This design comes from an exercise in tuning for small area, a short achievable clock period and few clock cycles on the open sky130 flow, not from production work.
In this exercise RTL edits were held to simulation tests only and were not proved equivalent to the original.

==> trial 28: inputs <==
## QUEEN
module QUEEN(
    clk,
    rst_n,
    in_valid,
    col,
    row,
    in_valid_num,
    in_num,
    out_valid,
    out
);
==> module QUEEN, before the edit <==
module QUEEN(
    clk,
    rst_n,
    in_valid,
    col,
    row,
    in_valid_num,
    in_num,
    out_valid,
    out
);
input               clk, rst_n, in_valid, in_valid_num;
input       [3:0]   col, row;
input       [2:0]   in_num;
output reg          out_valid;
output reg  [3:0]   out;
localparam S_IDLE = 2'd0, S_IN = 2'd1, S_SRCH = 2'd2, S_OUT = 2'd3;
reg  [1:0]  state;
reg  [2:0]  left;             
reg  [11:0] given;
reg  [11:0] M [0:11];
reg  [11:0] c;                
reg  [11:0] n;                
integer i, j, k;
reg [11:0] q  [0:11];
reg [11:0] nx [0:11];
reg [11:0] more;
reg [11:0] R;
reg [22:0] D1, D2;
always @(*) begin
    for (j = 0; j < 12; j = j + 1) begin
        q[j][0] = M[j][0];
        for (i = 1; i < 12; i = i + 1)
            q[j][i] = M[j][i] & ~|(M[j] & ((12'd1 << i) - 12'd1));
        nx[j] = M[j] & ~q[j];
        more[j] = |nx[j];
    end
    R = 12'd0; D1 = 23'd0; D2 = 23'd0;
    for (j = 0; j < 12; j = j + 1)
        for (i = 0; i < 12; i = i + 1) begin
            R[i] = R[i] | q[j][i];
            D1[i + j] = D1[i + j] | q[j][i];
            D2[i - j + 11] = D2[i - j + 11] | q[j][i];
        end
end
reg [11:0] avc, avn;
reg [11:0] attk;
always @(*) begin
    avc = 12'hfff; avn = 12'hfff;
    for (k = 0; k < 12; k = k + 1) begin
        for (i = 0; i < 12; i = i + 1)
            attk[i] = R[i] | D1[i + k] | D2[i - k + 11];
        if (c[k]) avc = avc & ~attk;
        if (n[k]) avn = avn & ~attk;
    end
end
reg [11:0] dsel;
always @(*) begin
    dsel = 12'd0;
    for (k = 0; k < 12; k = k + 1)
        for (i = k + 1; i < 12; i = i + 1)
            if (c[k] & n[i]) dsel[i - k] = 1'b1;
end
reg [11:0] ok;
reg        okr;
always @(*) begin
    for (i = 0; i < 12; i = i + 1) begin
        okr = 1'b0;
        for (j = 0; j < 12; j = j + 1)
            if (j != i)
                okr = okr | (avn[j] & ~dsel[(j > i) ? (j - i) : (i - j)]);
        ok[i] = okr | ~|n;
    end
end
wire [11:0] cand = avc & ok;
wire        has  = |cand;
reg [11:0] nf  [0:11];
reg [11:0] nf2 [0:11];
reg [11:0] rest;
always @(*) begin
    for (i = 0; i < 12; i = i + 1) begin
        rest = ~given & ~((12'd2 << i) - 12'd1);
        nf[i]  = rest & ~(rest - 12'd1);
        rest = rest & ~nf[i];
        nf2[i] = rest & ~(rest - 12'd1);
    end
end
reg [11:0] given_nx;
reg [11:0] f1, f2, restf;
always @(*) begin
    restf = ~given_nx;
    f1 = restf & ~(restf - 12'd1);
    restf = restf & ~f1;
    f2 = restf & ~(restf - 12'd1);
end
reg [11:0] below, popv, jsel, above_j;
reg [11:0] c_pop, n_pop, n_adv;
always @(*) begin
    below = 12'd0;
    for (k = 0; k < 12; k = k + 1)
        for (i = 0; i < k; i = i + 1)
            if (c[k]) below[i] = 1'b1;
    popv = more & below & ~given;
    jsel = 12'd0;
    for (i = 0; i < 12; i = i + 1)
        if (popv[i]) jsel = 12'd1 << i;
    above_j = 12'd0;
    for (k = 0; k < 12; k = k + 1)
        for (i = k + 1; i < 12; i = i + 1)
            if (jsel[k]) above_j[i] = 1'b1;
    c_pop = 12'd0; n_pop = 12'd0; n_adv = 12'd0;
    for (k = 0; k < 12; k = k + 1) begin
        if (jsel[k]) begin c_pop = c_pop | nf[k]; n_pop = n_pop | nf2[k]; end
        if (n[k]) n_adv = n_adv | nf[k];
    end
end
reg [11:0] qo;
reg [3:0]  qenc;
always @(*) begin
    qo = 12'd0;
    for (k = 0; k < 12; k = k + 1)
        if (c[k]) qo = qo | q[k];
    qenc = 4'd0;
    for (i = 0; i < 12; i = i + 1)
        if (qo[i]) qenc = qenc | i[3:0];
end
wire [3:0] q0enc = {q[0][8]|q[0][9]|q[0][10]|q[0][11],
                    q[0][4]|q[0][5]|q[0][6]|q[0][7],
                    q[0][2]|q[0][3]|q[0][6]|q[0][7]|q[0][10]|q[0][11],
                    q[0][1]|q[0][3]|q[0][5]|q[0][7]|q[0][9]|q[0][11]};
wire [11:0] col_oh = 12'd1 << col;
wire [11:0] row_oh = 12'd1 << row;
wire        first  = (state == S_IDLE || state == S_IN) && in_valid && in_valid_num;
wire        take   = (state == S_IN) && in_valid;
always @(*) given_nx = first ? col_oh : (given | col_oh);
wire        last_in = first ? (in_num == 3'd1) : (left == 3'd1);
wire done = (state == S_SRCH) && has && ~|n;
always @(posedge clk or negedge rst_n) begin
    if (!rst_n) begin
        state <= S_IDLE;
        out_valid <= 1'b0;
        out <= 4'd0;
    end else begin
        case (state)
        S_IDLE: if (first) state <= (in_num == 3'd1) ? S_SRCH : S_IN;
        S_IN:   if (in_valid && last_in) state <= S_SRCH;
        S_SRCH: if (done) begin
                    state <= S_OUT;
                    out_valid <= 1'b1;
                    out <= q0enc;
                end
        S_OUT:  if (~|c) begin
                    state <= S_IDLE;
                    out_valid <= 1'b0;
                    out <= 4'd0;
                end else
                    out <= qenc;
        endcase
    end
end
always @(posedge clk) begin
    if (first || take) begin
        left <= first ? in_num - 3'd1 : left - 3'd1;
        given <= given_nx;
        c <= f1;
        n <= f2;
    end else if (state == S_SRCH) begin
        if (has) begin
            c <= done ? 12'd2 : n;
            n <= n_adv;
        end else begin
            c <= c_pop;
            n <= n_pop;
        end
    end else if (state == S_OUT)
        c <= {c[10:0], 1'b0};
end
genvar g;
generate
for (g = 0; g < 12; g = g + 1) begin : col_g
    always @(posedge clk) begin
        if (first)
            M[g] <= col_oh[g] ? row_oh : 12'd0;
        else if (take) begin
            if (col_oh[g]) M[g] <= row_oh;
        end else if (state == S_SRCH) begin
            if (has) begin
                if (c[g]) M[g] <= cand;
            end else if (jsel[g])
                M[g] <= nx[g];
            else if (above_j[g] & ~given[g])
                M[g] <= 12'd0;
        end
    end
end
endgenerate
endmodule
==> flow/config.mk <==
export PLATFORM = sky130hd
export DESIGN_NAME = QUEEN
export DESIGN_NICKNAME = QUEEN
export VERILOG_FILES = /design/flow/design.v
export SDC_FILE = /design/flow/constraint.sdc
export NUM_CORES = 4
export LEC_CHECK = 0
export CAP_MARGIN = 20
export CORE_MARGIN = 2
export CORE_UTILIZATION = 40
export SLEW_MARGIN = 20
==> flow/constraint.sdc <==
create_clock -name core_clock -period 6.0 [get_ports {clk}]
set_input_delay 1.2000 -clock core_clock [delete_from_list [all_inputs] [get_ports {clk}]]
set_output_delay 1.2000 -clock core_clock [all_outputs]
set_load 0.01 [all_outputs]
run.sh (not shown) runs the stock make flow with config.mk's settings and CLKGATE_MAP_FILE= SYNTH_SCRIPT=/design/flow/synth_recipe.tcl, a recipe that flattens the netlist after the stock synthesis.
==> build 48 (differences from trial 28) <==
==> flow/design.v (replaced) <==
module QUEEN(
    clk,
    rst_n,
    in_valid,
    col,
    row,
    in_valid_num,
    in_num,
    out_valid,
    out
);
input               clk, rst_n, in_valid, in_valid_num;
input       [3:0]   col, row;
input       [2:0]   in_num;
output reg          out_valid;
output reg  [3:0]   out;
localparam FC2 = 1;
localparam S_IDLE = 2'd0, S_IN = 2'd1, S_SRCH = 2'd2, S_OUT = 2'd3;
reg  [1:0]  state;
reg  [2:0]  left;             
reg  [11:0] given;
reg  [11:0] M [0:11];
reg  [11:0] c;                
reg  [11:0] act;              
reg  [11:0] n;                
reg  [11:0] n2;               
integer i, j, k;
function [11:0] lowbit;
    input [11:0] x;
    integer b;
    reg seen;
    begin
        seen = 1'b0;
        for (b = 0; b < 12; b = b + 1) begin
            lowbit[b] = x[b] & ~seen;
            seen = seen | x[b];
        end
    end
endfunction
reg [11:0] q  [0:11];
reg [11:0] nx [0:11];
reg [11:0] more;
reg [11:0] R;
reg [22:0] D1, D2;
always @(*) begin
    for (j = 0; j < 12; j = j + 1) begin
        q[j] = lowbit(M[j]);
        nx[j] = M[j] & ~q[j];
        more[j] = |nx[j];
    end
    R = 12'd0; D1 = 23'd0; D2 = 23'd0;
    for (j = 0; j < 12; j = j + 1)
        for (i = 0; i < 12; i = i + 1) begin
            R[i] = R[i] | (q[j][i] & act[j]);
            D1[i + j] = D1[i + j] | (q[j][i] & act[j]);
            D2[i - j + 11] = D2[i - j + 11] | (q[j][i] & act[j]);
        end
end
reg [11:0] avc, avn, avn2, rowok;
reg [11:0] attk;
always @(*) begin
    avc = 12'hfff; avn = 12'hfff; avn2 = 12'hfff; rowok = 12'd0;
    for (k = 0; k < 12; k = k + 1) begin
        for (i = 0; i < 12; i = i + 1)
            attk[i] = R[i] | D1[i + k] | D2[i - k + 11];
        if (c[k]) avc = avc & ~attk;
        if (n[k]) avn = avn & ~attk;
        if (n2[k]) avn2 = avn2 & ~attk;
        if (~act[k] & ~given[k]) rowok = rowok | ~attk;
    end
end
wire dead = |(~R & ~rowok);
reg [11:0] dsel, dsel2;
always @(*) begin
    dsel = 12'd0; dsel2 = 12'd0;
    for (k = 0; k < 12; k = k + 1)
        for (i = k + 1; i < 12; i = i + 1) begin
            if (c[k] & n[i]) dsel[i - k] = 1'b1;
            if (c[k] & n2[i]) dsel2[i - k] = 1'b1;
        end
end
reg [11:0] ok;
reg        okr, okr2;
always @(*) begin
    for (i = 0; i < 12; i = i + 1) begin
        okr = 1'b0; okr2 = 1'b0;
        for (j = 0; j < 12; j = j + 1)
            if (j != i) begin
                okr = okr | (avn[j] & ~dsel[(j > i) ? (j - i) : (i - j)]);
                okr2 = okr2 | (avn2[j] & ~dsel2[(j > i) ? (j - i) : (i - j)]);
            end
        ok[i] = (okr | ~|n) & (FC2 == 0 || okr2 || ~|n2);
    end
end
wire [11:0] cand = avc & ok;
wire        has  = |cand & ~dead;
wire [11:0] free = ~given;
reg  [11:0] above_n, n_adv;
always @(*) begin
    above_n = 12'd0;
    for (i = 1; i < 12; i = i + 1)
        above_n[i] = above_n[i - 1] | n[i - 1];
    n_adv = lowbit(free & above_n & ~n2);
end
reg [11:0] popv, jsel, above_j, A, c_pop, n_pop, n2_pop;
reg        hi;
always @(*) begin
    popv = more & act & free;
    hi = 1'b0;
    for (i = 11; i >= 0; i = i - 1) begin
        above_j[i] = ~hi & ~popv[i];
        jsel[i] = popv[i] & ~hi;
        hi = hi | popv[i];
    end
    A = free & above_j;
    c_pop = lowbit(A);
    n_pop = lowbit(A & ~c_pop);
    n2_pop = lowbit(A & ~c_pop & ~n_pop);
end
reg [3:0]  qenc;
always @(*) begin
    qenc = 4'd0;
    for (i = 0; i < 12; i = i + 1)
        if (R[i]) qenc = qenc | i[3:0];
end
wire [3:0] q0enc = {q[0][8]|q[0][9]|q[0][10]|q[0][11],
                    q[0][4]|q[0][5]|q[0][6]|q[0][7],
                    q[0][2]|q[0][3]|q[0][6]|q[0][7]|q[0][10]|q[0][11],
                    q[0][1]|q[0][3]|q[0][5]|q[0][7]|q[0][9]|q[0][11]};
wire [11:0] col_oh = 12'd1 << col;
wire [11:0] row_oh = 12'd1 << row;
wire        first  = (state == S_IDLE || state == S_IN) && in_valid && in_valid_num;
wire        take   = (state == S_IN) && in_valid;
wire [11:0] given_nx = first ? col_oh : (given | col_oh);
wire [11:0] f1 = lowbit(~given_nx);
wire [11:0] f2 = lowbit(~given_nx & ~f1);
wire [11:0] f3 = lowbit(~given_nx & ~f1 & ~f2);
wire        last_in = first ? (in_num == 3'd1) : (left == 3'd1);
wire srch = (state == S_SRCH);
wire done = srch && has && ~|n;
always @(posedge clk or negedge rst_n) begin
    if (!rst_n) begin
        state <= S_IDLE;
        out_valid <= 1'b0;
        out <= 4'd0;
    end else begin
        case (state)
        S_IDLE: if (first) state <= (in_num == 3'd1) ? S_SRCH : S_IN;
        S_IN:   if (in_valid && last_in) state <= S_SRCH;
        S_SRCH: if (done) begin
                    state <= S_OUT;
                    out_valid <= 1'b1;
                    out <= q0enc;
                end
        S_OUT:  if (~|act) begin
                    state <= S_IDLE;
                    out_valid <= 1'b0;
                    out <= 4'd0;
                end else
                    out <= qenc;
        endcase
    end
end
always @(posedge clk) begin
    if (first || take) begin
        left <= first ? in_num - 3'd1 : left - 3'd1;
        given <= given_nx;
        c <= f1;
        n <= f2;
        n2 <= f3;
        act <= given_nx;
    end else if (state == S_SRCH) begin
        if (has) begin
            c <= n;
            n <= n2;
            n2 <= n_adv;
            act <= done ? 12'd2 : (act | c);
        end else begin
            c <= c_pop;
            n <= n_pop;
            n2 <= n2_pop;
            act <= given | ~above_j;
        end
    end else if (state == S_OUT)
        act <= {act[10:0], 1'b0};
end
wire [11:0] wsel = srch ? c : ((first || take) ? col_oh : 12'd0);
wire [11:0] wbus = srch ? cand : row_oh;
genvar g;
generate
for (g = 0; g < 12; g = g + 1) begin : col_g
    always @(posedge clk) begin
        if (wsel[g])
            M[g] <= wbus;
        else if (srch & jsel[g] & ~has)
            M[g] <= nx[g];
    end
end
endgenerate
endmodule
--- a/flow/config.mk
+++ b/flow/config.mk
@@ -7,2 +7,3 @@
 export LEC_CHECK = 0
+export ABC_AREA = 1
 export CAP_MARGIN = 20
@@ -10,2 +11,3 @@
 export CORE_UTILIZATION = 40
+export SETUP_SLACK_MARGIN = 0.6
 export SLEW_MARGIN = 20
==> build 67 (differences from trial 28) <==
==> flow/design.v (replaced) <==
module QUEEN(
    clk,
    rst_n,
    in_valid,
    col,
    row,
    in_valid_num,
    in_num,
    out_valid,
    out
);
input               clk, rst_n, in_valid, in_valid_num;
input       [3:0]   col, row;
input       [2:0]   in_num;
output reg          out_valid;
output reg  [3:0]   out;
localparam FC2 = 1;
localparam S_IDLE = 2'd0, S_IN = 2'd1, S_SRCH = 2'd2, S_OUT = 2'd3;
reg  [1:0]  state;
reg  [2:0]  left;             
reg  [11:0] given;
reg  [11:0] M [0:11];
reg  [11:0] c;                
reg  [11:0] act;              
reg  [11:0] n;                
reg  [11:0] n2;               
integer i, j, k;
function [11:0] lowbit;
    input [11:0] x;
    integer b;
    reg seen;
    begin
        seen = 1'b0;
        for (b = 0; b < 12; b = b + 1) begin
            lowbit[b] = x[b] & ~seen;
            seen = seen | x[b];
        end
    end
endfunction
reg [11:0] q  [0:11];
reg [11:0] nx [0:11];
reg [11:0] more;
reg [11:0] R;
reg [22:0] D1, D2;
always @(*) begin
    for (j = 0; j < 12; j = j + 1) begin
        q[j] = lowbit(M[j]);
        nx[j] = M[j] & ~q[j];
        more[j] = |nx[j];
    end
    R = 12'd0; D1 = 23'd0; D2 = 23'd0;
    for (j = 0; j < 12; j = j + 1)
        for (i = 0; i < 12; i = i + 1) begin
            R[i] = R[i] | (q[j][i] & act[j]);
            D1[i + j] = D1[i + j] | (q[j][i] & act[j]);
            D2[i - j + 11] = D2[i - j + 11] | (q[j][i] & act[j]);
        end
end
reg [11:0] avc, avn, avn2;
reg [11:0] attk;
always @(*) begin
    avc = 12'hfff; avn = 12'hfff; avn2 = 12'hfff;
    for (k = 0; k < 12; k = k + 1) begin
        for (i = 0; i < 12; i = i + 1)
            attk[i] = R[i] | D1[i + k] | D2[i - k + 11];
        if (c[k]) avc = avc & ~attk;
        if (n[k]) avn = avn & ~attk;
        if (n2[k]) avn2 = avn2 & ~attk;
    end
end
reg [11:0] dsel, dsel2;
always @(*) begin
    dsel = 12'd0; dsel2 = 12'd0;
    for (k = 0; k < 12; k = k + 1)
        for (i = k + 1; i < 12; i = i + 1) begin
            if (c[k] & n[i]) dsel[i - k] = 1'b1;
            if (c[k] & n2[i]) dsel2[i - k] = 1'b1;
        end
end
reg [11:0] ok;
reg        okr, okr2;
always @(*) begin
    for (i = 0; i < 12; i = i + 1) begin
        okr = 1'b0; okr2 = 1'b0;
        for (j = 0; j < 12; j = j + 1)
            if (j != i) begin
                okr = okr | (avn[j] & ~dsel[(j > i) ? (j - i) : (i - j)]);
                okr2 = okr2 | (avn2[j] & ~dsel2[(j > i) ? (j - i) : (i - j)]);
            end
        ok[i] = (okr | ~|n) & (FC2 == 0 || okr2 || ~|n2);
    end
end
wire [11:0] cand = avc & ok;
wire        has  = |cand;
wire [11:0] free = ~given;
reg  [11:0] above_n, n_adv;
always @(*) begin
    above_n = 12'd0;
    for (i = 1; i < 12; i = i + 1)
        above_n[i] = above_n[i - 1] | n[i - 1];
    n_adv = lowbit(free & above_n & ~n2);
end
reg [11:0] popv, jsel, above_j, A, c_pop, n_pop, n2_pop;
reg        hi;
always @(*) begin
    popv = more & act & free;
    hi = 1'b0;
    for (i = 11; i >= 0; i = i - 1) begin
        above_j[i] = ~hi & ~popv[i];
        jsel[i] = popv[i] & ~hi;
        hi = hi | popv[i];
    end
    A = free & above_j;
    c_pop = lowbit(A);
    n_pop = lowbit(A & ~c_pop);
    n2_pop = lowbit(A & ~c_pop & ~n_pop);
end
reg [3:0]  qenc;
always @(*) begin
    qenc = 4'd0;
    for (i = 0; i < 12; i = i + 1)
        if (R[i]) qenc = qenc | i[3:0];
end
wire [3:0] q0enc = {q[0][8]|q[0][9]|q[0][10]|q[0][11],
                    q[0][4]|q[0][5]|q[0][6]|q[0][7],
                    q[0][2]|q[0][3]|q[0][6]|q[0][7]|q[0][10]|q[0][11],
                    q[0][1]|q[0][3]|q[0][5]|q[0][7]|q[0][9]|q[0][11]};
wire [11:0] col_oh = 12'd1 << col;
wire [11:0] row_oh = 12'd1 << row;
wire        first  = (state == S_IDLE || state == S_IN) && in_valid && in_valid_num;
wire        take   = (state == S_IN) && in_valid;
wire [11:0] given_nx = first ? col_oh : (given | col_oh);
wire [11:0] f1 = lowbit(~given_nx);
wire [11:0] f2 = lowbit(~given_nx & ~f1);
wire [11:0] f3 = lowbit(~given_nx & ~f1 & ~f2);
wire        last_in = first ? (in_num == 3'd1) : (left == 3'd1);
wire done = (state == S_SRCH) && has && ~|n;
always @(posedge clk or negedge rst_n) begin
    if (!rst_n) begin
        state <= S_IDLE;
        out_valid <= 1'b0;
        out <= 4'd0;
    end else begin
        case (state)
        S_IDLE: if (first) state <= (in_num == 3'd1) ? S_SRCH : S_IN;
        S_IN:   if (in_valid && last_in) state <= S_SRCH;
        S_SRCH: if (done) begin
                    state <= S_OUT;
                    out_valid <= 1'b1;
                    out <= q0enc;
                end
        S_OUT:  if (~|act) begin
                    state <= S_IDLE;
                    out_valid <= 1'b0;
                    out <= 4'd0;
                end else
                    out <= qenc;
        endcase
    end
end
always @(posedge clk) begin
    if (first || take) begin
        left <= first ? in_num - 3'd1 : left - 3'd1;
        given <= given_nx;
        c <= f1;
        n <= f2;
        n2 <= f3;
        act <= given_nx;
    end else if (state == S_SRCH) begin
        if (has) begin
            c <= n;
            n <= n2;
            n2 <= n_adv;
            act <= done ? 12'd2 : (act | c);
        end else begin
            c <= c_pop;
            n <= n_pop;
            n2 <= n2_pop;
            act <= given | ~above_j;
        end
    end else if (state == S_OUT)
        act <= {act[10:0], 1'b0};
end
genvar g;
generate
for (g = 0; g < 12; g = g + 1) begin : col_g
    always @(posedge clk) begin
        if (first || take) begin
            if (col_oh[g]) M[g] <= row_oh;
        end else if (state == S_SRCH) begin
            if (c[g])
                M[g] <= cand;
            else if (jsel[g] & ~has)
                M[g] <= nx[g];
        end
    end
end
endgenerate
endmodule
--- a/flow/config.mk
+++ b/flow/config.mk
@@ -7,2 +7,3 @@
 export LEC_CHECK = 0
+export ABC_AREA = 1
 export CAP_MARGIN = 20
@@ -10,2 +11,3 @@
 export CORE_UTILIZATION = 40
+export SETUP_SLACK_MARGIN = 0.15
 export SLEW_MARGIN = 20
==> impl_results.md <==
- Post-CTS Setup Inserts: 0
- Outcome: complete, no violations
- Most frequent cell after synthesis: nand2_1
- CTS buffer count: 26
The numbers above come from build 67.

==> impl_results.md <==
- Outcome: failed layout checks
- SO Viols: negative setup slack
- Most frequent cell after synthesis: nor2_1
- # setup viols final: 24
- CTS buffer count: 17
- Post-CTS Setup Inserts: 11
- Final setup margin: -0.0632 ns
- Met2 wire length: about 57000 µm
The numbers above come from trial 28.

==> impl_results.md <==
- Post-CTS Setup Inserts: 0
- Most frequent cell after synthesis: nand2_1
- Met1 wire length: 57400 µm
- CTS buffer count: 26
- Outcome: complete, no violations
The numbers above come from build 48.

Testbench counts of trial 28, summed over its fixed seeds: cycles 150,352.
Testbench counts of build 48, summed over its fixed seeds: cycles 113,035.
Testbench counts of build 67, summed over its fixed seeds: cycles 123,316.

[static timing again, ports no longer ideal]
No port has a modelled driver above. Below, the same layouts with a new extraction and two added sets of constraints.
Step 1 sets driving cells, clkbuf_16 on the clock port and buf_2 on the other inputs (assumed; they add their load-dependent delay and slew).
Step 2 times the ports against the registers' clock, not the clock port: input delays grow and output delays shrink by t, the midpoint of the rising clock arrivals with the driver on.
Three values: ideal, step 1, step 2; two values: the first two.
run	t (ns)	slack for setup (ns)	hold slack, ns
trial 28	0.579	-0.063 / -0.063 / -0.063	0.517 / 0.517 / 0.517
build 48	0.669	0.740 / 0.740 / 0.740	0.495 / 0.495 / 0.495
build 67	0.650	0.350 / 0.350 / 0.350	0.494 / 0.494 / 0.494
